Context: an optimization exercise on an open-source flow, tuned for small area and a short achievable clock period. The choices shown serve that exercise and are no tape-out recipe.
The RTL was checked by simulation tests, not by an equivalence proof against the original design.
No activity file was given, so power comes from the tool's default toggle rates.

### design/flow/flow/run.sh
#!/bin/bash
set -euo pipefail
bash standard.sh SETUP_SLACK_MARGIN=9.3 "BUFFER_PORTS_ARGS=-buffer_cell sky130_fd_sc_hd__buf_1" finish > standard_flow.log 2>&1
### design/flow/standard.sh
#!/bin/bash
# synth_recipe.tcl (not shown) runs the flow's synth.tcl, then flattens the netlist and writes it again
# the make line also repeats each setting of config.mk as NAME=value (left out here)
make -C /OpenROAD-flow-scripts/flow DESIGN_CONFIG=/design/flow/config.mk WORK_HOME=/design/flow/orfs CLKGATE_MAP_FILE= SYNTH_SCRIPT=/design/flow/synth_recipe.tcl "${@:-finish}"
### design/flow/config.mk
export PLATFORM = sky130hd
export DESIGN_NAME = FPU_top
export DESIGN_NICKNAME = FPU_top
export VERILOG_FILES = /design/flow/design.v
export SDC_FILE = /design/flow/constraint.sdc
export NUM_CORES = 4
export LEC_CHECK = 0
export ABC_AREA = 1
export CAP_MARGIN = 20
export CORE_MARGIN = 2
export CORE_UTILIZATION = 40
export PLACE_DENSITY = 0.6
export SLEW_MARGIN = 20
### design/flow/constraint.sdc
create_clock -name core_clock -period 15.0 [get_ports {i_clk}]
set_input_delay 3.0000 -clock core_clock [delete_from_list [all_inputs] [get_ports {i_clk}]]
set_output_delay 3.0000 -clock core_clock [all_outputs]
set_load 0.01 [all_outputs]
### design/flow/design.v
module CLA_4bit (
    input  logic [3:0]  a,
    input  logic [3:0]  b,
    input  logic        cin,
    output logic [3:0]  sum,
    output logic        o_p,
    output logic        o_g
);
    logic [3:0] w_g, w_p;
    logic [3:0] w_c;
    assign w_g = a & b;
    assign w_p = a ^ b;
        assign w_c[0] = cin;
        assign w_c[1] = w_g[0] | (w_p[0] & w_c[0]);
        assign w_c[2] = w_g[1] | (w_p[1] & w_g[0]) | (w_p[1] & w_p[0] & w_c[0]);
        assign w_c[3] = w_g[2] | (w_p[2] & w_g[1]) | (w_p[2] & w_p[1] & w_g[0]) | (w_p[2] & w_p[1] & w_p[0] & w_c[0]);
    assign sum = w_p ^ w_c;
    assign o_p = &w_p;
    assign o_g = w_g[3] | (w_p[3] & w_g[2]) | (w_p[3] & w_p[2] & w_g[1]) | (w_p[3] & w_p[2] & w_p[1] & w_g[0]) | (w_p[3] & w_p[2] & w_p[1] & w_p[0] & w_c[0]);
endmodule
module CLA_8bit(
    input  logic        i_carry,
    input  logic [7:0]  i_data_a,
    input  logic [7:0]  i_data_b,
    output logic [7:0]  o_sum,
    output logic        o_carry
);
    logic [1:0] w_P, w_G;
    logic w_C;
    CLA_4bit CLA_4BIT_UNIT_0 (
        .a      (i_data_a[3:0]),
        .b      (i_data_b[3:0]),
        .cin    (i_carry),
        .sum    (o_sum[3:0]),
        .o_p    (w_P[0]),
        .o_g    (w_G[0])
    );
    assign w_C = w_G[0] | (w_P[0] & i_carry);
    CLA_4bit CLA_4BIT_UNIT_1 (
        .a      (i_data_a[7:4]),
        .b      (i_data_b[7:4]),
        .cin    (w_C),
        .sum    (o_sum[7:4]),
        .o_p    (w_P[1]),
        .o_g    (w_G[1])
    );
    assign o_carry = w_G[1] | (w_P[1] & (w_G[0] | (w_P[0] & i_carry)));
endmodule
module CLA_28bit(
    input logic         i_carry,
    input logic [27:0]  i_data_a,
    input logic [27:0]  i_data_b,
    output logic [27:0] o_sum,
    output logic        o_carry
);
logic [7:0] w_c;
logic [6:0] w_p;
logic [6:0] w_g;
genvar i;
generate
    assign w_c[0] = i_carry;
    CLA_4bit CLA_4BIT_UNIT_0 (
        .a      (i_data_a[3:0]),
        .b      (i_data_b[3:0]),
        .cin    (w_c[0]),
        .sum    (o_sum[3:0]),
        .o_p    (w_p[0]),
        .o_g    (w_g[0])
    );
    assign w_c[1] = w_g[0] | (w_p[0] & w_c[0]);
    for (i = 1; i < 7; i = i + 1) begin : CLA_BLOCK_GEN
        CLA_4bit CLA_4BIT_UNIT_1 (
            .a      (i_data_a[(i*4)+3 : i*4]),
            .b      (i_data_b[(i*4)+3 : i*4]),
            .cin    (w_c[i]),
            .sum    (o_sum[(i*4)+3 : i*4]),
            .o_p    (w_p[i]),
            .o_g    (w_g[i])
        );        
        assign w_c[i+1] = w_g[i] | (w_p[i] & w_c[i]);
    end
endgenerate
assign o_carry = w_c[7];
endmodule
module COMP_2bit(
    input  logic [1:0] i_data_a,
    input  logic [1:0] i_data_b,
    output logic       o_less,
    output logic       o_equal
);
    assign o_less  = ((~(i_data_a[1] | i_data_a[0])) & i_data_b[0]) | (~i_data_a[0] & (i_data_b[1] & i_data_b[0])) | (~i_data_a[1] & i_data_b[1]);
    assign o_equal = ~|(i_data_a ^ i_data_b);
endmodule
module COMP_4bit(
    input  logic [3:0] i_data_a,
    input  logic [3:0] i_data_b,
    output logic       o_less,
    output logic       o_equal
);
    logic w_less_low, w_equal_low;
    logic w_less_high, w_equal_high;
    COMP_2bit u_low (
        .i_data_a (i_data_a[1:0]),
        .i_data_b (i_data_b[1:0]),
        .o_less   (w_less_low),
        .o_equal  (w_equal_low)
    );
    COMP_2bit u_high (
        .i_data_a (i_data_a[3:2]),
        .i_data_b (i_data_b[3:2]),
        .o_less   (w_less_high),
        .o_equal  (w_equal_high)
    );
    assign o_less  = w_less_high | (w_equal_high & w_less_low);
    assign o_equal = w_equal_high & w_equal_low;
endmodule
module COMP_8bit (
    input  logic [7:0] i_data_a,
    input  logic [7:0] i_data_b,
    output logic                 o_less
);
    logic w_less_low, w_equal_low;
    logic w_less_high, w_equal_high;
    COMP_4bit u_low (
        .i_data_a (i_data_a[3:0]),
        .i_data_b (i_data_b[3:0]),
        .o_less   (w_less_low),
        .o_equal  (w_equal_low)
    );
    COMP_4bit u_high (
        .i_data_a (i_data_a[7:4]),
        .i_data_b (i_data_b[7:4]),
        .o_less   (w_less_high),
        .o_equal  (w_equal_high)
    );
    assign o_less = w_less_high | (w_equal_high & w_less_low);
endmodule
module COMP_28bit (
    input  logic [27:0] i_data_a,
    input  logic [27:0] i_data_b,
    output logic                 o_less  
);
    logic w_less_0_0, w_less_0_1, w_less_0_2, w_less_0_3, w_less_0_4, w_less_0_5, w_less_0_6;
    logic w_equal_0_0, w_equal_0_1, w_equal_0_2, w_equal_0_3, w_equal_0_4, w_equal_0_5, w_equal_0_6;
    COMP_4bit u_i_data_0 (
        .i_data_a (i_data_a[3:0]),
        .i_data_b (i_data_b[3:0]),
        .o_less   (w_less_0_0),
        .o_equal  (w_equal_0_0)
    );
    COMP_4bit u_i_data_1 (
        .i_data_a (i_data_a[7:4]),
        .i_data_b (i_data_b[7:4]),
        .o_less   (w_less_0_1),
        .o_equal  (w_equal_0_1)
    );
    COMP_4bit u_i_data_2 (
        .i_data_a (i_data_a[11:8]),
        .i_data_b (i_data_b[11:8]),
        .o_less   (w_less_0_2),
        .o_equal  (w_equal_0_2)
    );
    COMP_4bit u_i_data_3 (
        .i_data_a (i_data_a[15:12]),
        .i_data_b (i_data_b[15:12]),
        .o_less   (w_less_0_3),
        .o_equal  (w_equal_0_3)
    );
    COMP_4bit u_i_data_4 (
        .i_data_a (i_data_a[19:16]),
        .i_data_b (i_data_b[19:16]),
        .o_less   (w_less_0_4),
        .o_equal  (w_equal_0_4)
    );
    COMP_4bit u_i_data_5 (
        .i_data_a (i_data_a[23:20]),
        .i_data_b (i_data_b[23:20]),
        .o_less   (w_less_0_5),
        .o_equal  (w_equal_0_5)
    );
    COMP_4bit u_i_data_6 (
        .i_data_a (i_data_a[27:24]),
        .i_data_b (i_data_b[27:24]),
        .o_less   (w_less_0_6),
        .o_equal  (w_equal_0_6)
    );
    assign o_less = w_less_0_6
                  | (w_equal_0_6 & w_less_0_5)
                  | (w_equal_0_6 & w_equal_0_5 & w_less_0_4)
                  | (w_equal_0_6 & w_equal_0_5 & w_equal_0_4 & w_less_0_3)
                  | (w_equal_0_6 & w_equal_0_5 & w_equal_0_4 & w_equal_0_3 & w_less_0_2)
                  | (w_equal_0_6 & w_equal_0_5 & w_equal_0_4 & w_equal_0_3 & w_equal_0_2 & w_less_0_1)
                  | (w_equal_0_6 & w_equal_0_5 & w_equal_0_4 & w_equal_0_3 & w_equal_0_2 & w_equal_0_1 & w_less_0_0);
endmodule
module EXP_swap (
    input logic [7:0]     i_data_a        ,
    input logic [7:0]     i_data_b        ,
    output logic                    o_compare       ,    
    output logic [7:0]    o_less_data     ,
    output logic [7:0]    o_greater_data  
);
COMP_8bit COMP_LESS_UNIT (
    .i_data_a       (i_data_a),
    .i_data_b       (i_data_b),
    .o_less         (o_compare)
);
always_comb begin
    o_less_data     = (o_compare) ? i_data_a : i_data_b;
    o_greater_data  = (o_compare) ? i_data_b : i_data_a;
end
endmodule
module EXP_sub (
    input logic [7:0]   i_data_a,
    input logic [7:0]   i_data_b,
    output logic [7:0]  o_sub        
);
logic [7:0] w_data_b;
assign w_data_b = ~(i_data_b);
CLA_8bit CLA_8BIT_UNIT (
    .i_carry    (1'b1),
    .i_data_a   (i_data_a),
    .i_data_b   (w_data_b),
    .o_sum      (o_sub),
    .o_carry    ()
);
endmodule
module MAN_swap (
    input logic [23:0]         i_man_a     ,
    input logic [23:0]         i_man_b     ,
    input logic                     i_compare   ,
    output logic [23:0]     o_man_max   ,
    output logic [23:0]     o_man_min   
);
assign o_man_max    = i_compare ? i_man_b : i_man_a;
assign o_man_min    = i_compare ? i_man_a : i_man_b;
endmodule
module MAN_swap_2 (
    input logic [27:0]         i_man_a     ,
    input logic [27:0]         i_man_b     ,
    input logic                     i_compare   ,
    output logic [27:0]     o_man_max   ,
    output logic [27:0]     o_man_min   
);
assign o_man_max    = i_compare ? i_man_b : i_man_a;
assign o_man_min    = i_compare ? i_man_a : i_man_b;
endmodule
module SHF_right_28bit (
    input  logic [4:0] i_shift_number,
    input  logic [27:0]  i_data, 
    output logic [27:0]  o_data
);
localparam  SIZE_SHIFT = 5 ;
localparam  SIZE_DATA  = 28;
    logic [SIZE_DATA-1:0] stage [SIZE_SHIFT:0];
    assign stage[0] = i_data;
    genvar i;
    generate
        for (i = 0; i < SIZE_SHIFT; i++) begin : GEN_SHIFT
            localparam SHIFT_AMT = (1 << i);
            always_comb begin
                if (i_shift_number[i])
                    stage[i+1] = { {SHIFT_AMT{1'b0}}, stage[i][SIZE_DATA-1:SHIFT_AMT] };
                else
                    stage[i+1] = stage[i];
            end
        end
    endgenerate
    assign o_data = stage[SIZE_SHIFT];
endmodule
module SHF_left_28bit (
    input  logic [4:0] i_shift_number,
    input  logic [27:0]  i_data, 
    output logic [27:0]  o_data
);
localparam  SIZE_DATA  = 28;
localparam  SIZE_SHIFT = 5 ;
    logic [SIZE_DATA-1:0] stage [SIZE_SHIFT:0];
    assign stage[0] = i_data;
    genvar i;
    generate
        for (i = 0; i < SIZE_SHIFT; i++) begin : GEN_SHIFT
            localparam SHIFT_AMT = (1 << i);
            always_comb begin
                if (i_shift_number[i])
                    stage[i+1] = { stage[i][SIZE_DATA-1-SHIFT_AMT:0], {SHIFT_AMT{1'b0}} };
                else
                    stage[i+1] = stage[i];
            end
        end
    endgenerate
    assign o_data = stage[SIZE_SHIFT];
endmodule
module SIGN_unit (
    input logic             i_add_sub       ,
    input logic             i_comp_man      ,
    input logic             i_sign_man_a    ,
    input logic             i_sign_man_b    ,
    output logic            o_sign_s        
);
assign o_sign_s = (~i_add_sub & i_sign_man_b & i_comp_man) | (i_add_sub & ~i_sign_man_b & i_comp_man) | (i_sign_man_a & ~i_comp_man);
endmodule
module MAN_ALU #(
    parameter NUM_OP    = 1 
)(
    input logic [NUM_OP-1:0]    i_fpu_op        ,
    input logic                 i_sign_a        ,
    input logic                 i_sign_b        ,
    input logic [27:0]  i_man_max       ,
    input logic [27:0]  i_man_min       ,
    output logic [27:0] o_man_alu       ,
    output logic                o_overflow       
);
logic w_i_carry;
logic [27:0] w_n_man_b;
logic [27:0] w_i_man_b;
logic w_overflow;
assign w_i_carry = i_fpu_op ? ~(i_sign_a ^ i_sign_b) : (i_sign_a ^ i_sign_b);
assign w_n_man_b = ~(i_man_min);
assign w_i_man_b = w_i_carry ? w_n_man_b : i_man_min;
CLA_28bit ALU_SUB_UNIT (
    .i_carry        (w_i_carry),
    .i_data_a       (i_man_max),
    .i_data_b       (w_i_man_b),
    .o_sum          (o_man_alu),
    .o_carry        (w_overflow)
);
assign o_overflow = w_i_carry ? 1'b0 : w_overflow;
endmodule
module LOPD_4bit(
    input logic [3:0]       i_data  ,
    output logic [1:0]      o_pos_one,
    output logic            o_zero_flag
);
assign o_zero_flag = ~(i_data[3]|i_data[2]|(i_data[1]|i_data[0])) ;
assign o_pos_one[1] = (i_data[0] | i_data[1])&(~i_data[2])&(~i_data[3]);
assign o_pos_one[0] = ((~i_data[3])&i_data[2]) | ((~i_data[3])&(~i_data[1])&(i_data[0]));
endmodule
module LOPD_8bit(
    input logic [7:0]       i_data  ,
    output logic [2:0]      o_pos_one,
    output logic            o_zero_flag
);
logic w_zero_flag_0;
logic [1:0] w_pos_one_0;
LOPD_4bit LOPD_4bit_unit_0 (
    .i_data         (i_data[3:0]),
    .o_pos_one      (w_pos_one_0),
    .o_zero_flag    (w_zero_flag_0)
);
logic w_zero_flag_1;
logic [1:0] w_pos_one_1;
LOPD_4bit LOPD_4bit_unit_1 (
    .i_data         (i_data[7:4]),
    .o_pos_one      (w_pos_one_1),
    .o_zero_flag    (w_zero_flag_1)
);
logic [2:0] w_o_pos_one;
assign o_zero_flag = w_zero_flag_0 & w_zero_flag_1;
assign w_o_pos_one[2] = w_zero_flag_1;
assign w_o_pos_one[1] = w_zero_flag_1 ? w_pos_one_0[1] : w_pos_one_1[1];
assign w_o_pos_one[0] = w_zero_flag_1 ? w_pos_one_0[0] : w_pos_one_1[0];
assign o_pos_one = o_zero_flag ? '0 : w_o_pos_one;
endmodule
module LOPD_16bit(
    input logic [15:0]       i_data  ,
    output logic [3:0]      o_pos_one,
    output logic            o_zero_flag
);
logic [2:0]         w_pos_one_0;  
logic               w_zero_flag_0;
LOPD_8bit LOPD_8bit_unit_0(
    .i_data         (i_data[7:0]),
    .o_pos_one      (w_pos_one_0),
    .o_zero_flag    (w_zero_flag_0)
);
logic [2:0]         w_pos_one_1;  
logic               w_zero_flag_1;
LOPD_8bit LOPD_8bit_unit_1(
    .i_data         (i_data[15:8]),
    .o_pos_one      (w_pos_one_1),
    .o_zero_flag    (w_zero_flag_1)
);
logic [3:0] w_o_pos_one;
assign o_zero_flag = w_zero_flag_0 & w_zero_flag_1;
assign w_o_pos_one[3] = w_zero_flag_1;
assign w_o_pos_one[2] = w_zero_flag_1 ? w_pos_one_0[2] : w_pos_one_1[2];
assign w_o_pos_one[1] = w_zero_flag_1 ? w_pos_one_0[1] : w_pos_one_1[1];
assign w_o_pos_one[0] = w_zero_flag_1 ? w_pos_one_0[0] : w_pos_one_1[0];
assign o_pos_one = o_zero_flag ? '0 : w_o_pos_one;
endmodule
module LOPD_24bit (
    input logic [23:0]     i_data          ,
    output logic [4:0]    o_one_position  ,
    output logic                    o_zero_flag      
);
logic [15:0]     LOPD16_i_data;
assign LOPD16_i_data = i_data[23:8];
logic [3:0]      LOPD16_o_pos_one;
logic            LOPD16_o_zero_flag;
LOPD_16bit LOPD_16bit_UNIT_MSB (
    .i_data             (LOPD16_i_data),
    .o_pos_one          (LOPD16_o_pos_one),
    .o_zero_flag        (LOPD16_o_zero_flag)
);
logic [7:0]      LOPD8_i_data;
assign LOPD8_i_data = i_data[7:0];
logic [2:0]      LOPD8_o_pos_one;
logic            LOPD8_o_zero_flag;
LOPD_8bit LOPD_8bit_UNIT_LSB (
    .i_data             (LOPD8_i_data),
    .o_pos_one          (LOPD8_o_pos_one),
    .o_zero_flag        (LOPD8_o_zero_flag)
);
logic [4:0]        w_o_one_position;
assign o_zero_flag         = LOPD16_o_zero_flag & LOPD8_o_zero_flag;
assign w_o_one_position[4] = LOPD16_o_zero_flag;
assign w_o_one_position[3] = LOPD16_o_zero_flag ? 1'b0               : LOPD16_o_pos_one[3];
assign w_o_one_position[2] = LOPD16_o_zero_flag ? LOPD8_o_pos_one[2] : LOPD16_o_pos_one[2];
assign w_o_one_position[1] = LOPD16_o_zero_flag ? LOPD8_o_pos_one[1] : LOPD16_o_pos_one[1];
assign w_o_one_position[0] = LOPD16_o_zero_flag ? LOPD8_o_pos_one[0] : LOPD16_o_pos_one[0];
assign o_one_position = o_zero_flag ? 5'b11111 : w_o_one_position;
endmodule
module EXP_adjust (
    input  logic                    i_overflow  ,
    input  logic                    i_underflow ,
    input  logic                    i_zero_flag ,
    input  logic [7:0]    i_lopd_value,
    input  logic [7:0]     i_exp_value ,
    output logic [7:0]     o_exp_result
);
logic [7:0] w_exp_result;
logic w_i_carry;
assign w_i_carry = ~(i_overflow | i_underflow);
logic [7:0] w_data_b;
assign w_data_b = i_overflow ? 8'b0000_0001 : (i_underflow ? '0 : ~(i_lopd_value));
CLA_8bit CLA_8BIT_UNIT (
    .i_carry    (w_i_carry),
    .i_data_a   (i_exp_value),
    .i_data_b   (w_data_b),
    .o_sum      (w_exp_result),
    .o_carry    ()
);
assign o_exp_result = i_zero_flag ? 8'h00 : w_exp_result;
endmodule
module NORMALIZATION_unit (
    input logic                     i_overflow      ,
    input logic                     i_zero_flag     ,
    input logic [4:0]     i_one_position  ,
    input logic [27:0]     i_mantissa      ,
    output logic [27:0]    o_mantissa       
);
logic [27:0] w_shift_left;
SHF_left_28bit  SHF_left_28bit_unit (
    .i_shift_number     (i_one_position),
    .i_data             (i_mantissa), 
    .o_data             (w_shift_left)
);
assign o_mantissa = i_zero_flag ? '0 : (i_overflow ? {1'b1, i_mantissa[27:1]} : (~i_mantissa[27] ? w_shift_left : i_mantissa) );
endmodule
module RND_add (
    input logic [23:0]     i_data  ,
    input logic                     i_carry ,
    output logic [23:0]    o_data  ,
    output logic                    o_carry  
);
    logic [23:0] w_carry;
    assign w_carry[0] = i_carry;
    genvar i;
    generate
        for (i = 1; i < 24; i++) begin : proc_propage_one
            assign w_carry[i] = (&i_data[i-1:0]) & w_carry[0];
        end
    endgenerate
    assign o_data = i_data ^ w_carry;
    assign o_carry = (&i_data) & w_carry[0];
endmodule
module ROUNDING_unit (
    input logic [27:0]          i_man           ,
    output logic [23:0]  o_man_result    ,
    output logic                        o_ov_flow       
);
localparam SIZE_MAN          = 28;
localparam SIZE_MAN_RESULT   = 24;
logic [SIZE_MAN_RESULT-1:0] w_man_temp;
assign w_man_temp = i_man[SIZE_MAN-1:SIZE_MAN-SIZE_MAN_RESULT];
logic w_guard_bit, w_round_bit, w_sticky_bit;
assign w_guard_bit = i_man[3];
assign w_round_bit = i_man[2];
assign w_sticky_bit= i_man[1] | i_man[0];
logic w_rounding_result;
assign w_rounding_result = (w_guard_bit & w_round_bit) | (w_round_bit & w_sticky_bit);
RND_add  INCREASE_ROUNDING (
    .i_data         (w_man_temp),
    .i_carry        (w_rounding_result),
    .o_data         (o_man_result),
    .o_carry        (o_ov_flow) 
);
endmodule
module PSC_unit(
    input logic                     i_add_sub   ,
    input logic                     i_sign_a    ,
    input logic [7:0]               i_exp_a     ,
    input logic [23:0]              i_man_a     ,
    input logic                     i_sign_b    ,
    input logic [7:0]               i_exp_b     ,
    input logic [23:0]              i_man_b     ,
    output logic                    o_sel_exp   ,
    output logic [1:0]              o_sel_man    
);
logic w_E_one_A, w_E_one_B;
logic w_M_zero_A, w_M_zero_B;
assign w_E_one_A    = &i_exp_a;
assign w_E_one_B    = &i_exp_b;
assign w_M_zero_A   = ~|i_man_a[22:0];
assign w_M_zero_B   = ~|i_man_b[22:0];
assign o_sel_exp = (~i_sign_b & w_E_one_B & ~w_M_zero_B) | (~i_sign_a & w_E_one_A & ~w_M_zero_A) | (w_E_one_A & w_M_zero_A & w_E_one_B & w_M_zero_B);
assign o_sel_man[1] = (~i_sign_b & w_E_one_B & ~w_M_zero_B) | (~i_sign_a & w_E_one_A & ~w_M_zero_A & ~i_sign_b) | (~i_add_sub & ~i_sign_a & w_E_one_A & ~w_M_zero_A & ~w_M_zero_B) | (~i_add_sub & ~i_sign_a & w_E_one_A & w_E_one_B & w_M_zero_B) | (~i_sign_a & w_E_one_A & ~w_M_zero_A & w_E_one_B) | (~i_sign_a & w_E_one_A & ~i_sign_b & w_E_one_B) | (i_add_sub & i_sign_a & w_E_one_A & w_M_zero_A & i_sign_b & w_E_one_B & w_M_zero_B);
assign o_sel_man[0] = (~i_add_sub & ~i_sign_a & w_E_one_A & w_M_zero_A & ~i_sign_b & w_E_one_B & w_M_zero_B) | (~i_add_sub & i_sign_a & w_E_one_A & w_M_zero_A & i_sign_b & w_E_one_B & w_M_zero_B) | (i_add_sub & ~i_sign_a & w_E_one_A & w_M_zero_A & i_sign_b & w_E_one_B & w_M_zero_B) | (i_add_sub & i_sign_a & w_E_one_A & w_M_zero_A & ~i_sign_b & w_E_one_B & w_M_zero_B);
endmodule
module FPU_unit #(
    parameter NUM_OP    = 1
)(
    input logic [NUM_OP-1:0]    i_add_sub       ,
    input logic [31:0]          i_32_a          ,
    input logic [31:0]          i_32_b          ,
    output logic [31:0]         o_32_s          ,
    output logic                o_ov_flag       ,
    output logic                o_un_flag        
);
logic w_sign_a, w_sign_b;
logic [7:0] w_exponent_a, w_exponent_b;
logic [23:0] w_mantissa_a, w_mantissa_b;
assign w_sign_a = i_32_a[31];
assign w_sign_b = i_32_b[31];
assign w_exponent_a = i_32_a[30:23];
assign w_exponent_b = i_32_b[30:23]; 
assign w_mantissa_a = {1'b1, i_32_a[22:0]};
assign w_mantissa_b = {1'b1, i_32_b[22:0]};
logic w_sign_result;
logic [7:0] w_exponent_result;
logic [23:0] w_mantissa_result;
logic w_EXPSWAP_compare;
logic [7:0] w_EXPSWAP_max, w_EXPSWAP_min;
logic [7:0] w_EXPSUB_diff_value;
logic [23:0] w_MAN_SWAP1_max, w_MAN_SWAP1_min;
logic [27:0] w_MAN_SHF_RIGHT_min, w_MAN_SHF_RIGHT_max;
logic w_MAN_COMP_28BIT_less;
logic w_MAN_PRE_SWAP_BY_MAN_compara;
logic [27:0] w_MAN_PRE_SWAP_BY_MAN_max,      w_MAN_PRE_SWAP_BY_MAN_min;
logic [27:0] w_MAN_ALU_man;
logic        w_MAN_ALU_overflow;
logic [4:0] w_LOPD_24BIT_one_position;
logic       w_LOPD_24BIT_zero_flag;
logic [7:0] w_EXP_ADJUST_result;
logic [27:0] w_NORMALIZATION_man;
logic [23:0] w_ROUNDING_man;
logic        w_ROUNDING_ov_flow;
logic                    PSC_o_sel_exp;
logic [1:0]              PSC_o_sel_man;
EXP_swap EXP_SWAP_UNIT (
    .i_data_a           (w_exponent_a),
    .i_data_b           (w_exponent_b),
    .o_compare          (w_EXPSWAP_compare),    
    .o_less_data        (w_EXPSWAP_min),
    .o_greater_data     (w_EXPSWAP_max) 
);
EXP_sub  EXP_SUB_UNIT(
    .i_data_a           (w_EXPSWAP_max),
    .i_data_b           (w_EXPSWAP_min),
    .o_sub              (w_EXPSUB_diff_value)
);
 MAN_swap MAN_PRE_SWAP_BY_EXPONENT_UNIT (
    .i_man_a            (w_mantissa_a),
    .i_man_b            (w_mantissa_b),
    .i_compare          (w_EXPSWAP_compare),
    .o_man_max          (w_MAN_SWAP1_max),
    .o_man_min          (w_MAN_SWAP1_min)
);
assign w_MAN_SHF_RIGHT_max = {w_MAN_SWAP1_max, 4'b0};
SHF_right_28bit  SHF_RIGHT_28BIT_UNIT (
    .i_shift_number     (w_EXPSUB_diff_value[4:0]),
    .i_data             ({w_MAN_SWAP1_min, 4'b0}), 
    .o_data             (w_MAN_SHF_RIGHT_min)
);
COMP_28bit MAN_COMP_28BIT_UNIT (
    .i_data_a           (w_MAN_SHF_RIGHT_max),
    .i_data_b           (w_MAN_SHF_RIGHT_min),
    .o_less             (w_MAN_COMP_28BIT_less)
);
assign w_MAN_PRE_SWAP_BY_MAN_compara = w_MAN_COMP_28BIT_less;
MAN_swap_2  MAN_PRE_SWAP_BY_MAN_UNIT (
    .i_man_a            (w_MAN_SHF_RIGHT_max),   
    .i_man_b            (w_MAN_SHF_RIGHT_min),   
    .i_compare          (w_MAN_PRE_SWAP_BY_MAN_compara),
    .o_man_max          (w_MAN_PRE_SWAP_BY_MAN_max),
    .o_man_min          (w_MAN_PRE_SWAP_BY_MAN_min)
);
SIGN_unit SIGN_OUT(
    .i_add_sub       (i_add_sub),
    .i_comp_man      (w_MAN_COMP_28BIT_less | w_EXPSWAP_compare),
    .i_sign_man_a    (w_sign_a),
    .i_sign_man_b    (w_sign_b),
    .o_sign_s        (w_sign_result) 
);
MAN_ALU #(
    .NUM_OP         (NUM_OP)
) MAN_ALU_UNIT (
    .i_fpu_op           (i_add_sub),
    .i_sign_a           (w_sign_a),
    .i_sign_b           (w_sign_b),
    .i_man_max          (w_MAN_PRE_SWAP_BY_MAN_max),
    .i_man_min          (w_MAN_PRE_SWAP_BY_MAN_min),
    .o_man_alu          (w_MAN_ALU_man),
    .o_overflow         (w_MAN_ALU_overflow)
);
LOPD_24bit LOPD_24BIT_UNIT (
    .i_data             (w_MAN_ALU_man[27:4]),
    .o_one_position     (w_LOPD_24BIT_one_position),
    .o_zero_flag        (w_LOPD_24BIT_zero_flag)
);
EXP_adjust EXP_ADJUST_UNIT (
    .i_overflow         (o_ov_flag),
    .i_underflow        (w_MAN_ALU_man[27]),
    .i_zero_flag        (w_LOPD_24BIT_zero_flag),
    .i_lopd_value       ({3'b0, w_LOPD_24BIT_one_position}),
    .i_exp_value        (w_EXPSWAP_max),
    .o_exp_result       (w_EXP_ADJUST_result)
);
NORMALIZATION_unit NORMALIZATION_UNIT (
    .i_overflow         (w_MAN_ALU_overflow),
    .i_zero_flag        (w_LOPD_24BIT_zero_flag),
    .i_one_position     (w_LOPD_24BIT_one_position),
    .i_mantissa         (w_MAN_ALU_man),
    .o_mantissa         (w_NORMALIZATION_man) 
);
ROUNDING_unit ROUNDING_UNIT (
    .i_man              (w_NORMALIZATION_man),
    .o_man_result       (w_ROUNDING_man),
    .o_ov_flow          (w_ROUNDING_ov_flow)
);
PSC_unit PSC_UNIT(
    .i_add_sub          (i_add_sub),
    .i_sign_a           (w_sign_a),
    .i_exp_a            (w_exponent_a),
    .i_man_a            (w_mantissa_a),
    .i_sign_b           (w_sign_b),
    .i_exp_b            (w_exponent_b),
    .i_man_b            (w_mantissa_b),
    .o_sel_exp          (PSC_o_sel_exp),
    .o_sel_man          (PSC_o_sel_man) 
);
assign w_exponent_result = PSC_o_sel_exp ? 8'hFF : w_EXP_ADJUST_result; 
Mux_4_to_1 SEL_MANTISSA_FOR_RESULT (
    .i_sel          (PSC_o_sel_man),
    .i_data_00      (w_ROUNDING_man),
    .i_data_01      (24'h000000),
    .i_data_10      (24'h000001),
    .i_data_11      (w_ROUNDING_man),
    .o_data         (w_mantissa_result) 
);
assign o_32_s = {w_sign_result, w_exponent_result, w_mantissa_result[22:0]};
assign o_ov_flag = w_MAN_ALU_overflow | w_ROUNDING_ov_flow;
assign o_un_flag = ~w_MAN_ALU_man[27];
endmodule
module Mux_4_to_1 (
    input logic [1:0]               i_sel    ,
    input logic [23:0]     i_data_00,
    input logic [23:0]     i_data_01,
    input logic [23:0]     i_data_10,
    input logic [23:0]     i_data_11,
    output logic [23:0]    o_data    
);
logic [23:0] w_o_data;
always_comb begin : proc_mux_4_to_1
    case (i_sel)
        2'b00: 
            w_o_data = i_data_00;
        2'b01:
            w_o_data = i_data_01;
        2'b10:
            w_o_data = i_data_10;
        2'b11:
            w_o_data = i_data_11; 
        default: 
            w_o_data = i_data_00;
    endcase
end
assign o_data = w_o_data;
endmodule
module FPU_top  #(
    parameter NUM_OP    = 1
)(
    input logic                 i_clk           ,
    input logic                 i_rst_n         ,
    input logic [NUM_OP-1:0]    i_add_sub       ,
    input logic [31:0]          i_32_a          ,
    input logic [31:0]          i_32_b          ,
    output logic [31:0]         o_32_s          ,
    output logic                o_ov_flag       ,
    output logic                o_un_flag
);
logic        w_sa, w_sb, w_sbe, w_eff_sub;
logic [7:0]  w_ea, w_eb;
logic [22:0] w_fa, w_fb;
logic [4:0]  w_dab;
logic [4:0]  w_dba;
logic        w_exp_lt;
logic [4:0]  w_shamt;
logic        w_sh0, w_f_lt, w_f_gt, w_swap2, w_sign, w_near;
logic [7:0]  w_emax;
logic [22:0] w_big, w_small;
logic        w_sel_exp;
logic [1:0]  w_sel_man;
assign w_sa = i_32_a[31];
assign w_sb = i_32_b[31];
assign w_ea = i_32_a[30:23];
assign w_eb = i_32_b[30:23];
assign w_fa = i_32_a[22:0];
assign w_fb = i_32_b[22:0];
assign w_sbe     = w_sb ^ i_add_sub[0];
assign w_eff_sub = w_sa ^ w_sbe;
assign w_dab    = w_ea[4:0] - w_eb[4:0];
assign w_dba    = w_eb[4:0] - w_ea[4:0];
assign w_shamt  = w_exp_lt ? w_dba : w_dab;
logic [7:0] w_e_gt [3:0];
logic [7:0] w_e_lt [3:0];
assign w_e_gt[0] = w_ea & ~w_eb;
assign w_e_lt[0] = ~w_ea & w_eb;
genvar gi;
generate
    for (gi = 0; gi < 3; gi++) begin : GEN_ECMP
        for (genvar gj = 0; gj < (4 >> gi); gj++) begin : GEN_ECMP_NODE
            assign w_e_gt[gi+1][gj] = w_e_gt[gi][2*gj+1] | (~w_e_lt[gi][2*gj+1] & w_e_gt[gi][2*gj]);
            assign w_e_lt[gi+1][gj] = w_e_lt[gi][2*gj+1] | (~w_e_gt[gi][2*gj+1] & w_e_lt[gi][2*gj]);
        end
        assign w_e_gt[gi+1][7:(4 >> gi)] = '0;
        assign w_e_lt[gi+1][7:(4 >> gi)] = '0;
    end
endgenerate
assign w_exp_lt = w_e_lt[3][0];
assign w_emax   = w_exp_lt ? w_eb : w_ea;
assign w_sh0    = (w_ea[4:0] == w_eb[4:0]);
assign w_f_lt   = w_fa < w_fb;
assign w_f_gt   = w_fb < w_fa;
assign w_big    = w_exp_lt ? w_fb : w_fa;
assign w_small  = w_exp_lt ? w_fa : w_fb;
assign w_swap2  = w_eff_sub & w_sh0 & (w_exp_lt ? w_f_gt : w_f_lt);
assign w_sign   = (w_exp_lt | (w_sh0 & w_f_lt)) ? w_sbe : w_sa;
assign w_near   = w_eff_sub & ((w_dab == 5'd0) | (w_exp_lt ? (w_dab == 5'd31) : (w_dab == 5'd1)));
PSC_unit PSC_UNIT(
    .i_add_sub          (i_add_sub[0]),
    .i_sign_a           (w_sa),
    .i_exp_a            (w_ea),
    .i_man_a            ({1'b1, w_fa}),
    .i_sign_b           (w_sb),
    .i_exp_b            (w_eb),
    .i_man_b            ({1'b1, w_fb}),
    .o_sel_exp          (w_sel_exp),
    .o_sel_man          (w_sel_man)
);
logic [22:0] r_big, r_small;
logic [4:0]  r_shamt;
logic [7:0]  r_emax;
logic        r_sign, r_eff_sub, r_swap2, r_near, r_sh0n, r_sel_exp;
logic [1:0]  r_sel_man;
always_ff @( posedge i_clk ) begin
    r_big       <= w_big;
    r_small     <= w_small;
    r_shamt     <= w_shamt;
    r_emax      <= w_emax;
    r_sign      <= w_sign;
    r_eff_sub   <= w_eff_sub;
    r_swap2     <= w_swap2;
    r_near      <= w_near;
    r_sh0n      <= ~w_shamt[0];
    r_sel_exp   <= w_sel_exp;
    r_sel_man   <= w_sel_man;
end
logic [27:0] w_A, w_Bf;
logic [27:0] w_sh [5:0];
logic [27:0] w_Rf, w_Nf;
logic        w_coutf, w_ovf, w_zerof, w_rndf, w_rnd_ovf;
logic [7:0]  w_expf;
assign w_A = {1'b1, r_big, 4'b0};
assign w_sh[0] = {1'b1, r_small, 4'b0} ^ {28{r_eff_sub}};
generate
    for (gi = 0; gi < 5; gi++) begin : GEN_RSHIFT
        assign w_sh[gi+1] = r_shamt[gi] ? {{(1<<gi){r_eff_sub}}, w_sh[gi][27:(1<<gi)]} : w_sh[gi];
    end
endgenerate
assign w_Bf = w_sh[5];
assign {w_coutf, w_Rf} = {1'b0, w_A} + {1'b0, w_Bf} + {28'd0, r_eff_sub};
assign w_ovf   = ~r_eff_sub & w_coutf;
assign w_zerof = ~|w_Rf[27:4];
assign w_Nf = w_ovf ? {1'b1, w_Rf[27:1]} : (w_Rf[27] ? w_Rf : {w_Rf[26:0], 1'b0});
assign w_rndf    = ~w_zerof & w_Nf[2] & (w_Nf[3] | w_Nf[1] | w_Nf[0]);
assign w_rnd_ovf = w_rndf & (&w_Nf[27:4]);
always_comb begin
    if (w_zerof)                  w_expf = 8'h00;
    else if (w_ovf | w_rnd_ovf)   w_expf = r_emax + 8'd1;
    else if (w_Rf[27])            w_expf = r_emax;
    else                          w_expf = r_emax - 8'd1;
end
logic [27:0] w_Bn, w_Sn, w_Rn, w_Nn;
logic [4:0]  w_lz;
logic        w_zeron;
logic [7:0]  w_expn;
assign w_Bn = r_sh0n ? {1'b1, r_small, 4'b0} : {1'b0, 1'b1, r_small, 3'b0};
assign w_Sn = w_A + ~w_Bn + {27'd0, ~r_swap2};
assign w_Rn = w_Sn ^ {28{r_swap2}};
logic [31:0] w_lzd_in;
assign w_lzd_in = {w_Rn[27:4], 8'hFF};
logic [15:0] w_v1;  logic [15:0] w_p1;
logic [7:0]  w_v2;  logic [1:0]  w_p2 [7:0];
logic [3:0]  w_v3;  logic [2:0]  w_p3 [3:0];
logic [1:0]  w_v4;  logic [3:0]  w_p4 [1:0];
generate
    for (gi = 0; gi < 16; gi++) begin : GEN_LZ1
        assign w_v1[gi] = w_lzd_in[2*gi+1] | w_lzd_in[2*gi];
        assign w_p1[gi] = ~w_lzd_in[2*gi+1];
    end
    for (gi = 0; gi < 8; gi++) begin : GEN_LZ2
        assign w_v2[gi] = w_v1[2*gi+1] | w_v1[2*gi];
        assign w_p2[gi] = w_v1[2*gi+1] ? {1'b0, w_p1[2*gi+1]} : {1'b1, w_p1[2*gi]};
    end
    for (gi = 0; gi < 4; gi++) begin : GEN_LZ3
        assign w_v3[gi] = w_v2[2*gi+1] | w_v2[2*gi];
        assign w_p3[gi] = w_v2[2*gi+1] ? {1'b0, w_p2[2*gi+1]} : {1'b1, w_p2[2*gi]};
    end
    for (gi = 0; gi < 2; gi++) begin : GEN_LZ4
        assign w_v4[gi] = w_v3[2*gi+1] | w_v3[2*gi];
        assign w_p4[gi] = w_v3[2*gi+1] ? {1'b0, w_p3[2*gi+1]} : {1'b1, w_p3[2*gi]};
    end
endgenerate
assign w_lz    = w_v4[1] ? {1'b0, w_p4[1]} : {1'b1, w_p4[0]};
assign w_zeron = ~|w_Rn[27:4];
logic [27:0] w_ls [5:0];
assign w_ls[5] = w_Rn;
generate
    for (gi = 4; gi >= 0; gi--) begin : GEN_LSHIFT
        assign w_ls[gi] = w_lz[gi] ? {w_ls[gi+1][27-(1<<gi):0], {(1<<gi){1'b0}}} : w_ls[gi+1];
    end
endgenerate
assign w_Nn = w_ls[0];
assign w_expn = w_zeron ? 8'h00 : (r_emax - {3'b0, w_lz});
logic [22:0] w_man_pre;
logic        w_rnd_sel, w_ov_flag, w_un_flag;
logic [7:0]  w_exp;
always_comb begin
    case (r_sel_man)
        2'b01:   begin w_man_pre = 23'd0; w_rnd_sel = 1'b0;  end
        2'b10:   begin w_man_pre = 23'd1; w_rnd_sel = 1'b0;  end
        default: begin
            w_man_pre = r_near ? w_Nn[26:4] : w_Nf[26:4];
            w_rnd_sel = ~r_near & w_rndf;
        end
    endcase
end
assign w_exp     = r_sel_exp ? 8'hFF : (r_near ? w_expn : w_expf);
assign w_ov_flag = ~r_near & (w_ovf | w_rnd_ovf);
assign w_un_flag = r_near ? ~w_Rn[27] : ~w_Rf[27];
logic        q_sign, q_rnd;
logic [7:0]  q_exp;
logic [22:0] q_man;
always_ff @( posedge i_clk or negedge i_rst_n ) begin
    if(~i_rst_n) begin
        q_sign              <= '0;
        q_exp               <= '0;
        q_man               <= '0;
        q_rnd               <= '0;
        o_ov_flag           <= '0;
        o_un_flag           <= '0;
    end else begin
        q_sign              <= r_sign;
        q_exp               <= w_exp;
        q_man               <= w_man_pre;
        q_rnd               <= w_rnd_sel;
        o_ov_flag           <= w_ov_flag;
        o_un_flag           <= w_un_flag;
    end
end
logic [22:0] w_pa [5:0];
assign w_pa[0] = q_man;
generate
    for (gi = 0; gi < 5; gi++) begin : GEN_PAND
        for (genvar gj = 0; gj < 23; gj++) begin : GEN_PAND_BIT
            if (gj >= (1 << gi))
                assign w_pa[gi+1][gj] = w_pa[gi][gj] & w_pa[gi][gj - (1 << gi)];
            else
                assign w_pa[gi+1][gj] = w_pa[gi][gj];
        end
    end
endgenerate
logic [22:0] w_inc;
assign w_inc = {w_pa[5][21:0], 1'b1} & {23{q_rnd}};
assign o_32_s = {q_sign, q_exp, q_man ^ w_inc};
endmodule
==> results of run 1 <==
-- final timing paths --
path	endpoint	startpoint
setup / recovery	o_32_s[7]	q_rnd$_DFF_PN0_
hold / removal	q_sign$_DFF_PN0_	r_sign$_DFF_P_
setup reg to reg	q_exp[6]$_DFF_PN0_	r_sh0n$_DFF_P_
hold reg to reg	q_sign$_DFF_PN0_	r_sign$_DFF_P_
max in group asynchronous	q_exp[5]$_DFF_PN0_	i_rst_n
min in group asynchronous	q_man[17]$_DFF_PN0_	i_rst_n
-- per-stage QoR --
step / hold slack [ns] / worst slack (ns)
global route: 0.3567 / 9.189
CTS: 0.3322 / 9.274
global placement: 0.3188 / 8.405
floorplan: 0.3163 / 9.671
detailed placement: 0.3209 / 8.417
finish: 0.3284 / 9.418
-- routing by layer --
layer  GRT usage (%)  up-vias  part of all wire [%]
li1                -     7644                     -
met1           36.21     7030                    44
met2           44.25      620                    44
met3           4.935      131                   7.6
met4           13.05        0                   4.9
met5               0        -                     0
-- state kept, by name (all words and copies together), names as in the netlist, 2 cells and up --
| name | cells |
|---|---|
| q_man | 23 |
| r_sel_man | 2 |
| r_emax | 8 |
| q_exp | 8 |
| r_small | 23 |
| r_shamt | 5 |
| r_big | 23 |
-- cell families (layout without fill, tap and decap cells) --
logic type	Yosys count	in the layout
AND/OR/NAND/NOR	1226	1227
AO/OA/AOI/OAI	397	397
buffers and inverters	365	450
flip-flops	102	102
adder cells (fa/ha/maj)	95	95
XOR/XNOR	90	90
multiplexers	1	1
-- power breakdown --
group | switching, mW | internal, mW | total, mW
clock network | 0.114 | 0.117 | 0.231
logic | 1.51 | 0.713 | 2.23
registers | 0.0807 | 0.349 | 0.430
-- cells in the mapped netlist (7+ instances only) --
cell type / n
inv_2: 10
inv_1: 268
clkbuf_1: 38
nand3_1: 273
nand3b_1: 8
buf_1: 7
o21ai_1: 14
a31oi_1: 26
nor4_1: 20
o21ai_0: 173
buf_2: 21
nand4_1: 25
nor2_1: 186
buf_6: 7
xor2_1: 66
o211ai_1: 17
ha_1: 92
xnor2_1: 24
dfxtp_1: 67
nor3_1: 23
a21oi_1: 130
nand2_2: 8
buf_4: 12
dfrtp_1: 35
nand2_1: 656
-- cells in the final DEF (no fill, tap or decap), drive strengths merged, types with 23 or more instances in the layout --
master / n
ha: 92
inv: 279
dfrtp: 35
buf: 146
xor2: 66
a31oi: 26
nand3: 279
nand2: 668
nor3: 23
dfxtp: 67
o21ai: 189
nor2: 191
nand4: 25
xnor2: 24
a21oi: 133
-- area by class of cell --
cell class / count / share of cell area [%]
multi-input combinational: 1810 / 65.87
timing repair buffer: 151 / 5.727
sequential: 102 / 15.16
tap: 442 / 3.778
inverter: 280 / 7.360
timing repair inverter: 3 / 0.1197
clock inverter: 7 / 0.4445
clock buffer: 9 / 1.539
-- timing repair --
| item | in CTS | in global routing |
|---|---|---|
| pin swaps | 10 | 15 |
| buffers inserted | 30 | 12 |
| setup endpoints to repair | 25 | 21 |
| resized for setup | 31 | 66 |
| cloned | 3 | 1 |
==> flow_summary_export.csv, run 1 <==
group,metric,value,unit
run_status,run_status,"finished clean",
placed_design,place_congestion,1.022,
worst_hold_path,whs_path_depth,0,
die,die-area,34320,um^2
cells_and_area,diodes,0,
routing,dr.pass1.iters,8,
grt,grt_max_degree,85,
synthesis,seq_area_frac_synth,16.87,%
grt,grt_first_pass_wirelength,75110,um
power,ir_drop,77.29,uV
sta,final.min_clock_period,5.582,ns
critical_path,regToRegSetupSlack,9.59,ns
synthesis,synth_cell_types,54,
placed_design,dp_hpwl,38220,um
clock_network,cts_tree,"built",
sta,rsz0062_at_grt,"true",
clock_network,clockRootBuffer,"clkbuf_16",
power,power.leakage,7.390,nW
routing,drt_iter0_drc,1383,
synthesis,synthArstFlopShare,34.31,%
synthesis,yosys.area.top_type,"nand2_1",
sta,hold_viol_final,0,
routing,drc,0,
die,fp-row-count,66,
synthesis,synth_area_per_cell,5.774,um^2
die,die_h,185.3,um
critical_path,cpMostUsedCell,"buf_4",
placed_design,placed_area,13700,um^2
synthesis,synth_nets,2438,
synthesis,synthFlopType,"dfxtp_1",
grt,antenna_found_initial,0,
clock_network,cts_buffers,9,
cells_and_area,final_net_count,2519,
critical_path,crit_arrival,2.58,ns
synthesis,yosys.area.top_type_share,18.74,%
critical_path,crit_chain,"nand4_1 -> nor2_2 -> inv_1 -> nor2_2 -> inv_2 -> nor2_4 -> buf_4 -> buf_4 -> buf_4 -> buf_4 -> buf_4 -> buf_4 -> buf_4 -> buf_4 -> buf_4 -> xor2_1 -> clkbuf_2",
clock_network,clk_latency,0.37,ns
clock_network,clk_path_buf_depth,2,
die,core_area,32450,um^2
cells_and_area,final_core_util,45.10,%
worst_hold_path,hold_path_class,"reg -> reg",
synthesis,synth-edff-count,0,
sta,tightestPinTransition,0.9186,ns
cells_and_area,layout.cells.non_filler,2804,
critical_path,crit_required,12.00,ns
power,total_power,2.888,mW
critical_path,cp-start-kind,"flip-flop",
sta,fin_crit_sh,37.22,%
synthesis,synth.area.top_cells,"nand2_1 19%, nand3_1 10%, dfxtp_1 10%",
power,p_per_area,197.3,nW/um^2
clock_network,cts_sinks,102,
grt,gr-total-overflow,0,
synthesis,synthesis.area,13140,um^2
sta,fin_setup_tns,0,ns
grt,grtUsageTotal,27.75,%
routing,wirelength,47490,um
clock_network,ctsHoldBuffers,0,
sta,clock_skew,0.01030,ns
cells_and_area,syn2layout_area_growth,11.39,%
routing,vias_per_cell,5.501,
placed_design,io_buffer_count,100,
sta,fmax,179.1,MHz
cells_and_area,layout-drive-gt1-share,6.859,%
synthesis,synthCells,2276,
synthesis,synth_fa_ha_area_share,9.216,%
sta,drv_slew,0,
clock_network,clk_pin_slew,0.08,ns
critical_path,worstSetupEndpointType,"primary output",
critical_path,worst-path-max-fanout,3,
synthesis,synthSimpleGateAreaFrac,39.91,%
flow_run,cap_viol_max_count,0,
cells_and_area,seqCellArea,2220,um^2
die,dieWidth,185.3,um
routing,vias,15430,
sta,relSlewSlack,38.76,%
die,ios,101,
synthesis,synth_mux_area_share,0.07617,%
synthesis,synth_xor_area_share,5.998,%
die,start_util,40.49,%
critical_path,path_class,"reg -> out",
synthesis,ys_warn_count,9,
cells_and_area,multi_input_area,9642,um^2
critical_path,path_buf_inv,12,
synthesis,synth_compound_area_share,16.56,%
routing,routedWlPerCell,16.94,um
sta,setup_viol_count_final,0,
placed_design,placedCellCount,2742,
critical_path,crit_slowest_cell,"dfrtp_1",
routing,ant_nets,0,
critical_path,cpPeakStageDelay,0.40,ns
critical_path,path_delay_family,"buffers and inverters",
cells_and_area,fin_area,14640,um^2
critical_path,cp.depth,17,
clock_network,cts.htree.levels,3,
synthesis,ys_ff_latch,102,
synthesis,synth_top_family_by_area,"simple AND/OR/NAND/NOR gates",
grt,grt_pass1_vias,14460,
critical_path,reg2regPathDepth,27,
cells_and_area,nFillCells,3517,
==> run 2, diff against run 1 <==
==> design/flow/flow/run.sh (replaced) <==
#!/bin/bash
set -euo pipefail
bash standard.sh SETUP_SLACK_MARGIN=9.3 "BUFFER_PORTS_ARGS=-buffer_cell sky130_fd_sc_hd__buf_2" finish > standard_flow.log 2>&1
==> run 2 against run 1 <==
Highest routed layer unchanged. Critical path depth increased by 2. Global-route usage about the same. Synthesized area unchanged. Count of clock-buffer cells in the layout unchanged. Sequential cell count unchanged. Cell area decreased by 0.51%. Die area unchanged. Fmax increased by 1.4%. Clock skew increased by 0.0015 ns. Worst hold slack about the same.
==> flow_summary_export.csv, run 2 <==
group,metric,value,unit
die,ios,101,
clock_network,cts.htree.levels,3,
die,die_h,185.3,um
routing,drc,0,
critical_path,cpMostUsedCell,"inv_2",
routing,dr.pass1.iters,7,
power,total_power,2.885,mW
synthesis,seq_area_frac_synth,16.87,%
worst_hold_path,whs_path_depth,0,
cells_and_area,nFillCells,3521,
critical_path,worst-path-max-fanout,5,
clock_network,cts_tree,"built",
sta,fmax,181.7,MHz
synthesis,ys_ff_latch,102,
routing,vias_per_cell,5.427,
sta,final.min_clock_period,5.503,ns
synthesis,ys_warn_count,9,
sta,setup_viol_count_final,0,
cells_and_area,final_net_count,2501,
clock_network,clk_pin_slew,0.08,ns
grt,grt_pass1_vias,14170,
power,power.leakage,7.535,nW
synthesis,synthFlopType,"dfxtp_1",
sta,tightestPinTransition,0.8910,ns
critical_path,crit_chain,"nand4_1 -> nor2_2 -> inv_2 -> nor2_4 -> inv_2 -> nor2_4 -> nand2_2 -> nor2_2 -> and2_4 -> nand2_2 -> inv_2 -> nand2_1 -> inv_2 -> nand2_4 -> nor3_4 -> buf_4 -> a21oi_1 -> nor2_1 -> buf_2",
routing,ant_nets,0,
sta,fin_crit_sh,36.69,%
critical_path,crit_arrival,2.50,ns
synthesis,yosys.area.top_type,"nand2_1",
critical_path,r2r-end,"q_exp[6]$_DFF_PN0_",
synthesis,yosysMostFrequentCell,"nand2_1",
routing,wirelength,47310,um
grt,gr-total-overflow,0,
synthesis,synth_nets,2438,
cells_and_area,final_core_util,44.87,%
grt,grt_first_pass_wirelength,74710,um
power,pwr-share-seq,14.9,%
critical_path,worstSetupEndpointType,"primary output",
flow_run,cap_viol_max_count,0,
sta,relSlewSlack,40.52,%
synthesis,synth_area_per_cell,5.774,um^2
cells_and_area,top_regs,"q_man x23, r_big x23, r_small x23",
sta,fin_setup_tns,0,ns
clock_network,clk_latency,0.37,ns
worst_hold_path,holdPathEnd,"q_sign$_DFF_PN0_",
sta,clock_skew,0.01181,ns
critical_path,reg2regPathDepth,28,
synthesis,yosys.area.top_type_share,18.74,%
power,p_int,1.187,mW
cells_and_area,layout.cells.non_filler,2786,
routing,routedWlPerCell,16.98,um
placed_design,place_ws,8.317,ns
cells_and_area,layout-drive-gt1-share,9.898,%
run_status,run_status,"finished clean",
power,ir_drop,79.14,uV
worst_hold_path,hold_path_class,"reg -> reg",
sta,setup_ws,9.497,ns
critical_path,crit_required,12.00,ns
sta,rsz0062_at_grt,"true",
power,clock_power_share,8.1,%
cells_and_area,multi_input_area,9625,um^2
cells_and_area,final_cell_mix,"652 x nand2_1, 272 x nand3_1, 261 x inv_1, 180 x nor2_1, 164 x o21ai_0",
grt,antenna_found_initial,0,
cells_and_area,seqCellArea,2220,um^2
power,p_per_area,198.1,nW/um^2
clock_network,cts_sinks,102,
sta,hold_viol_final,0,
worst_hold_path,hp-start,"r_sign$_DFF_P_",
routing,vias,15120,
clock_network,cts_buffers,9,
clock_network,ctsHoldBuffers,0,
placed_design,dp_hpwl,38880,um
power,p_sw_share,58.86,%
grt,grtUsageTotal,27.77,%
critical_path,path_class,"reg -> out",
synthesis,synth_common_cells,"656 x nand2_1, 273 x nand3_1, 268 x inv_1",
critical_path,reg2reg_from,"r_sh0n$_DFF_P_",
synthesis,synthArstFlopShare,34.31,%
critical_path,regToRegSetupSlack,9.59,ns
synthesis,synth.area.top_cells,"nand2_1 19%, nand3_1 10%, dfxtp_1 10%",
clock_network,clk_path_buf_depth,2,
clock_network,clockRootBuffer,"clkbuf_16",
sta,drv_slew,0,
placed_design,io_buffer_count,100,
critical_path,cpPeakStageDelay,0.36,ns
placed_design,place_congestion,1.015,
die,fp-row-count,66,
cells_and_area,final_common_cell,"nand2_1",
grt,grt_max_degree,85,
cells_and_area,syn2layout_area_growth,10.82,%
cells_and_area,diodes,0,
routing,drt_iter0_drc,1344,
die,die-area,34320,um^2
placed_design,placedCellCount,2741,
power,comb_power_share,77.0,%
die,core_area,32450,um^2
die,start_util,40.49,%
synthesis,synth-edff-count,0,
synthesis,synthesis.area,13140,um^2
synthesis,synth_cell_types,54,
critical_path,cp-start-kind,"flip-flop",
power,power.switching,1.698,mW
die,dieWidth,185.3,um
critical_path,crit_slowest_cell,"dfrtp_1",
synthesis,synthCells,2276,
==> run 2: cell counts after synthesis <==
Identical to the previous run, type by type.
==> run 2: area by class of cell <==
class	count	share of cell area, %
repair buffers	133	5.327
well taps	442	3.798
inverters	280	7.415
flip-flops and latches	102	15.24
repair inverters	3	0.1203
clock buffers	9	1.547
clock inverters	7	0.4554
multi-input cells	1810	66.10
==> run 2: cells by family (layout without fill, tap and decap cells) <==
group | count (synthesis) | in the layout | share of synthesized area (%)
AO/OA/AOI/OAI | 397 | 397 | 16.56
buffers and inverters | 365 | 432 | 11.37
XOR/XNOR | 90 | 90 | 5.998
adder cells (fa/ha/maj) | 95 | 95 | 9.216
flip-flops | 102 | 102 | 16.87
multiplexers | 1 | 1 | 0.07617
AND/OR/NAND/NOR | 1226 | 1227 | 39.91
==> run 2: metal layers <==
layer	GRT usage, %	vias up	wire [um]
met5	0	-	0
met4	11.49	0	1955
met3	3.264	93	3065
met2	44.90	554	20770
met1	37.37	6871	21530
li1	-	7603	-
==> run 2: power by group through the flow <==
stage / Sequential, mW / Clock (mW) / Combinational, mW
after global placement: 0.431 / 0 / 2.09
after floorplan: 0.398 / 0 / 1.56
after detailed placement: 0.432 / 0 / 2.10
final: 0.431 / 0.233 / 2.22
after global routing: 0.438 / 0.248 / 2.49
after CTS: 0.427 / 0.236 / 2.14
==> run 2: what timing repair did <==
action / 4_1_cts / 5_1_grt
pin swaps: 11 / 10
resized for setup: 29 / 43
setup buffers: 16 / 9
endpoints found under the setup margin: 36 / 26
cloned: 3 / 1
==> run 2: worst max-delay path by stage <==
| stage | endpoint | cells past startpoint | startpoint |
|---|---|---|---|
| floorplan | o_32_s[21] | 17 | q_man[1]$_DFF_PN0_ |
| global placement | q_exp[6]$_DFF_PN0_ | 26 | r_sh0n$_DFF_P_ |
| detailed placement | q_exp[6]$_DFF_PN0_ | 26 | r_sh0n$_DFF_P_ |
| CTS | q_exp[6]$_DFF_PN0_ | 28 | r_sh0n$_DFF_P_ |
| global route | o_32_s[16] | 18 | q_rnd$_DFF_PN0_ |
| finish | o_32_s[19] | 19 | q_rnd$_DFF_PN0_ |
==> run 2: metrics by stage <==
stage | instance area (um^2) | hold WS, ns
finish | 14560 | 0.3286
global route | 14560 | 0.3419
CTS | 14350 | 0.3304
detailed placement | 13810 | 0.3202
global placement | 13810 | 0.3176
floorplan | 13140 | 0.3163
==> run 2: worst max-delay path, delay by kind of cell, from the launching register on <==
kind            cells  cell delay (ns)
compound gates      1             0.05
buf+inv             6             0.51
simple gates       12             1.20
flops               1             0.36
==> run 3, diff against run 2 <==
--- a/design/flow/config.mk
+++ b/design/flow/config.mk
@@ -10,4 +10,5 @@
 export CORE_MARGIN = 2
 export CORE_UTILIZATION = 40
+export CTS_BUF_LIST = sky130_fd_sc_hd__clkbuf_4 sky130_fd_sc_hd__clkbuf_8
 export PLACE_DENSITY = 0.6
 export SLEW_MARGIN = 20
==> run 3 against run 2 <==
First-iteration DRC count is 3.3% higher. Sequential share of layout area is essentially flat. Clock power down 27%. Worst hold slack improved by 0.0066 ns. Cell area is 0.23% lower. Critical endpoint is now o_32_s[8]. Highest routed layer unchanged. Still clean.
==> flow_summary_export.csv, run 3 <==
group,metric,value,unit
cells_and_area,nFillCells,3529,
grt,gr-total-overflow,0,
power,clock_power_share,6.1,%
sta,fmax,179.1,MHz
critical_path,startpoint,"q_rnd$_DFF_PN0_",
worst_hold_path,hold_path_class,"reg -> reg",
synthesis,synthArstFlopShare,34.31,%
clock_network,cts_tree,"built",
cells_and_area,syn2layout_area_growth,10.56,%
critical_path,crit_required,12.00,ns
clock_network,clk_path_buf_depth,2,
die,dieWidth,185.3,um
synthesis,synth_nets,2438,
clock_network,clk_latency,0.41,ns
cells_and_area,top_regs,"q_man x23, r_big x23, r_small x23",
synthesis,yosys.area.top_type,"nand2_1",
power,power.switching,1.691,mW
routing,dr.pass1.iters,6,
critical_path,crit_arrival,2.58,ns
routing,vias,15220,
die,die-area,34320,um^2
sta,fin_crit_sh,37.21,%
die,ios,101,
synthesis,synth-edff-count,0,
routing,drt_iter0_drc,1389,
clock_network,clk_pin_slew,0.11,ns
die,start_util,40.49,%
placed_design,dp_hpwl,38880,um
sta,drv_slew,0,
critical_path,reg2reg_from,"r_sh0n$_DFF_P_",
power,p_int,1.136,mW
synthesis,synthFlopType,"dfxtp_1",
power,pwr-share-seq,15.3,%
critical_path,path_class,"reg -> out",
grt,grt_first_pass_wirelength,74930,um
placed_design,place_congestion,1.015,
cells_and_area,multi_input_area,9641,um^2
power,p_sw_share,59.82,%
cells_and_area,final_cell_mix,"651 x nand2_1, 272 x nand3_1, 261 x inv_1, 180 x nor2_1, 164 x o21ai_0",
die,die_h,185.3,um
power,p_per_area,194.6,nW/um^2
clock_network,cts_buffers,9,
synthesis,synthesis.area,13140,um^2
synthesis,ys_ff_latch,102,
sta,tightestPinTransition,0.8992,ns
critical_path,worstSetupEndpointType,"primary output",
power,ir_drop,88.69,uV
grt,grtUsageTotal,27.80,%
grt,grt_pass1_vias,14250,
die,fp-row-count,66,
synthesis,synth_area_per_cell,5.774,um^2
sta,rsz0062_at_grt,"true",
die,core_area,32450,um^2
critical_path,cp-start-kind,"flip-flop",
routing,vias_per_cell,5.448,
clock_network,cts_sinks,102,
sta,fin_setup_tns,0,ns
routing,wirelength,47440,um
clock_network,ctsHoldBuffers,0,
cells_and_area,final_common_cell,"nand2_1",
critical_path,worst-path-max-fanout,3,
sta,final.min_clock_period,5.582,ns
synthesis,yosysMostFrequentCell,"nand2_1",
routing,ant_nets,0,
synthesis,synth_common_cells,"656 x nand2_1, 273 x nand3_1, 268 x inv_1",
sta,setup_viol_count_final,0,
sta,hold_viol_final,0,
worst_hold_path,hp-start,"r_sign$_DFF_P_",
cells_and_area,final_net_count,2508,
critical_path,regToRegSetupSlack,9.66,ns
synthesis,ys_warn_count,9,
sta,relSlewSlack,39.97,%
synthesis,seq_area_frac_synth,16.87,%
synthesis,synth_cell_types,54,
clock_network,clockRootBuffer,"clkbuf_8",
run_status,run_status,"finished clean",
sta,clock_skew,0.01787,ns
routing,routedWlPerCell,16.98,um
grt,antenna_found_initial,0,
synthesis,synthCells,2276,
cells_and_area,diodes,0,
placed_design,io_buffer_count,100,
routing,drc,0,
synthesis,yosys.area.top_type_share,18.74,%
cells_and_area,layout-drive-gt1-share,10.25,%
synthesis,synth.area.top_cells,"nand2_1 19%, nand3_1 10%, dfxtp_1 10%",
power,power.leakage,7.519,nW
power,comb_power_share,78.7,%
clock_network,cts.htree.levels,3,
power,total_power,2.828,mW
flow_run,cap_viol_max_count,0,
grt,grt_max_degree,85,
cells_and_area,seqCellArea,2220,um^2
[run 3: cell counts after synthesis]
No cell type changed its count.
[run 3: area by class of cell]
type                            instances  share of cell area (%)
Clock buffer                            9                  0.8526
Sequential cell                       102                   15.28
Timing Repair inverter                  3                  0.1206
Clock inverter                          7                  0.4564
Tap cell                              442                   3.806
Timing Repair Buffer                  140                   5.701
Multi-Input combinational cell       1810                   66.35
Inverter                              280                   7.432
[run 3: cell families (layout without fill, tap and decap cells)]
group / count (synthesis) / count (layout) / synth area share [%]
AND/OR/NAND/NOR: 1226 / 1227 / 39.91
AO/OA/AOI/OAI: 397 / 397 / 16.56
buffers and inverters: 365 / 439 / 11.37
flip-flops: 102 / 102 / 16.87
adder cells (fa/ha/maj): 95 / 95 / 9.216
XOR/XNOR: 90 / 90 / 5.998
multiplexers: 1 / 1 / 0.07617
[run 3: power by group through the flow]
| stage | Clock (mW) | Combinational, mW | Sequential (mW) |
|---|---|---|---|
| after floorplan | 0 | 1.56 | 0.398 |
| after global placement | 0 | 2.09 | 0.431 |
| after detailed placement | 0 | 2.10 | 0.432 |
| after CTS | 0.176 | 2.13 | 0.427 |
| after global routing | 0.188 | 2.49 | 0.439 |
| final | 0.171 | 2.22 | 0.432 |
[run 3: per-layer routing]
layer / global-route usage (%) / wire [um]
met5: 0 / 0
met4: 11.78 / 1994
met3: 3.185 / 3112
met2: 44.85 / 20820
met1: 37.44 / 21510
[run 3: critical path: stages, from the launching register on]
cell	delay, ns
dfrtp_1	0.38
nand4_1	0.15
nor2_2	0.14
inv_2	0.06
nor2_4	0.09
inv_2	0.06
nor2_4	0.09
nand2_2	0.07
buf_4	0.14
buf_4	0.12
buf_4	0.12
buf_4	0.12
buf_4	0.12
buf_4	0.12
buf_4	0.12
xor2_1	0.12
buf_2	0.15
[run 3: per-stage QoR]
stage / hold WS, ns / utilization, % / setup WS, ns / instances / area (um^2)
6_report: 0.3353 / 44.77 / 9.418 / 2793 / 14530
5_1_grt: 0.3468 / 44.77 / 9.216 / 2793 / 14530
4_1_cts: 0.3348 / 44.03 / 9.235 / 2781 / 14290
3_5_place_dp: 0.3202 / 42.57 / 8.317 / 2741 / 13810
3_3_place_gp: 0.3176 / 42.57 / 8.309 / 2741 / 13810
2_1_floorplan: 0.3163 / - / 9.671 / 2276 / 13140
[run 3: what timing repair did]
action,4_1_cts,5_1_grt
resized for setup,31,44
gates cloned,3,1
pin swaps,11,10
setup buffers,21,11
endpoints found under the hold margin,0,0
endpoints found under the setup margin,37,25
[run 3: final timing paths]
| check | endpoint | depth (start not counted) |
|---|---|---|
| max in group asynchronous | q_sign$_DFF_PN0_ | 1 |
| setup / recovery | o_32_s[8] | 16 |
| min in group asynchronous | q_rnd$_DFF_PN0_ | 1 |
| hold / removal | q_sign$_DFF_PN0_ | 0 |
| hold reg to reg | q_sign$_DFF_PN0_ | 0 |
| setup reg to reg | q_exp[6]$_DFF_PN0_ | 28 |

## static timing again, ports no longer ideal
Ports are ideal in the flow. The routed layouts listed here were re-timed in OpenROAD. Step 1 assumes that a clkbuf_16 drives the clock port and a buf_2 every other input. Step 2 adds t to the input delays and takes it off the output delays; t is the mean of the earliest and latest rising clock arrival at the registers after step 1. Input paths then give back, and output paths get back, about the clock's delay inside the block. Slacks: ideal ports / drivers / drivers and shift; pairs: ideal ports / drivers.
| run | shift t [ns] | slack for setup (ns) | hold slack, ns | slew at the worst register clock pin (ns) |
|---|---|---|---|---|
| run 1 | 0.411 | 9.418 / 9.370 / 9.253 | 0.328 / 0.328 / 0.328 | 0.08 / 0.08 |
| run 2 | 0.417 | 9.497 / 9.447 / 9.238 | 0.329 / 0.329 / 0.329 | 0.08 / 0.08 |
| run 3 | 0.442 | 9.418 / 9.373 / 9.311 | 0.335 / 0.335 / 0.335 | 0.11 / 0.11 |
After both steps every run listed still meets setup and hold. The setup slack of run 2, which loses most, moves by -0.050 ns with the drivers and by -0.259 ns with both steps.
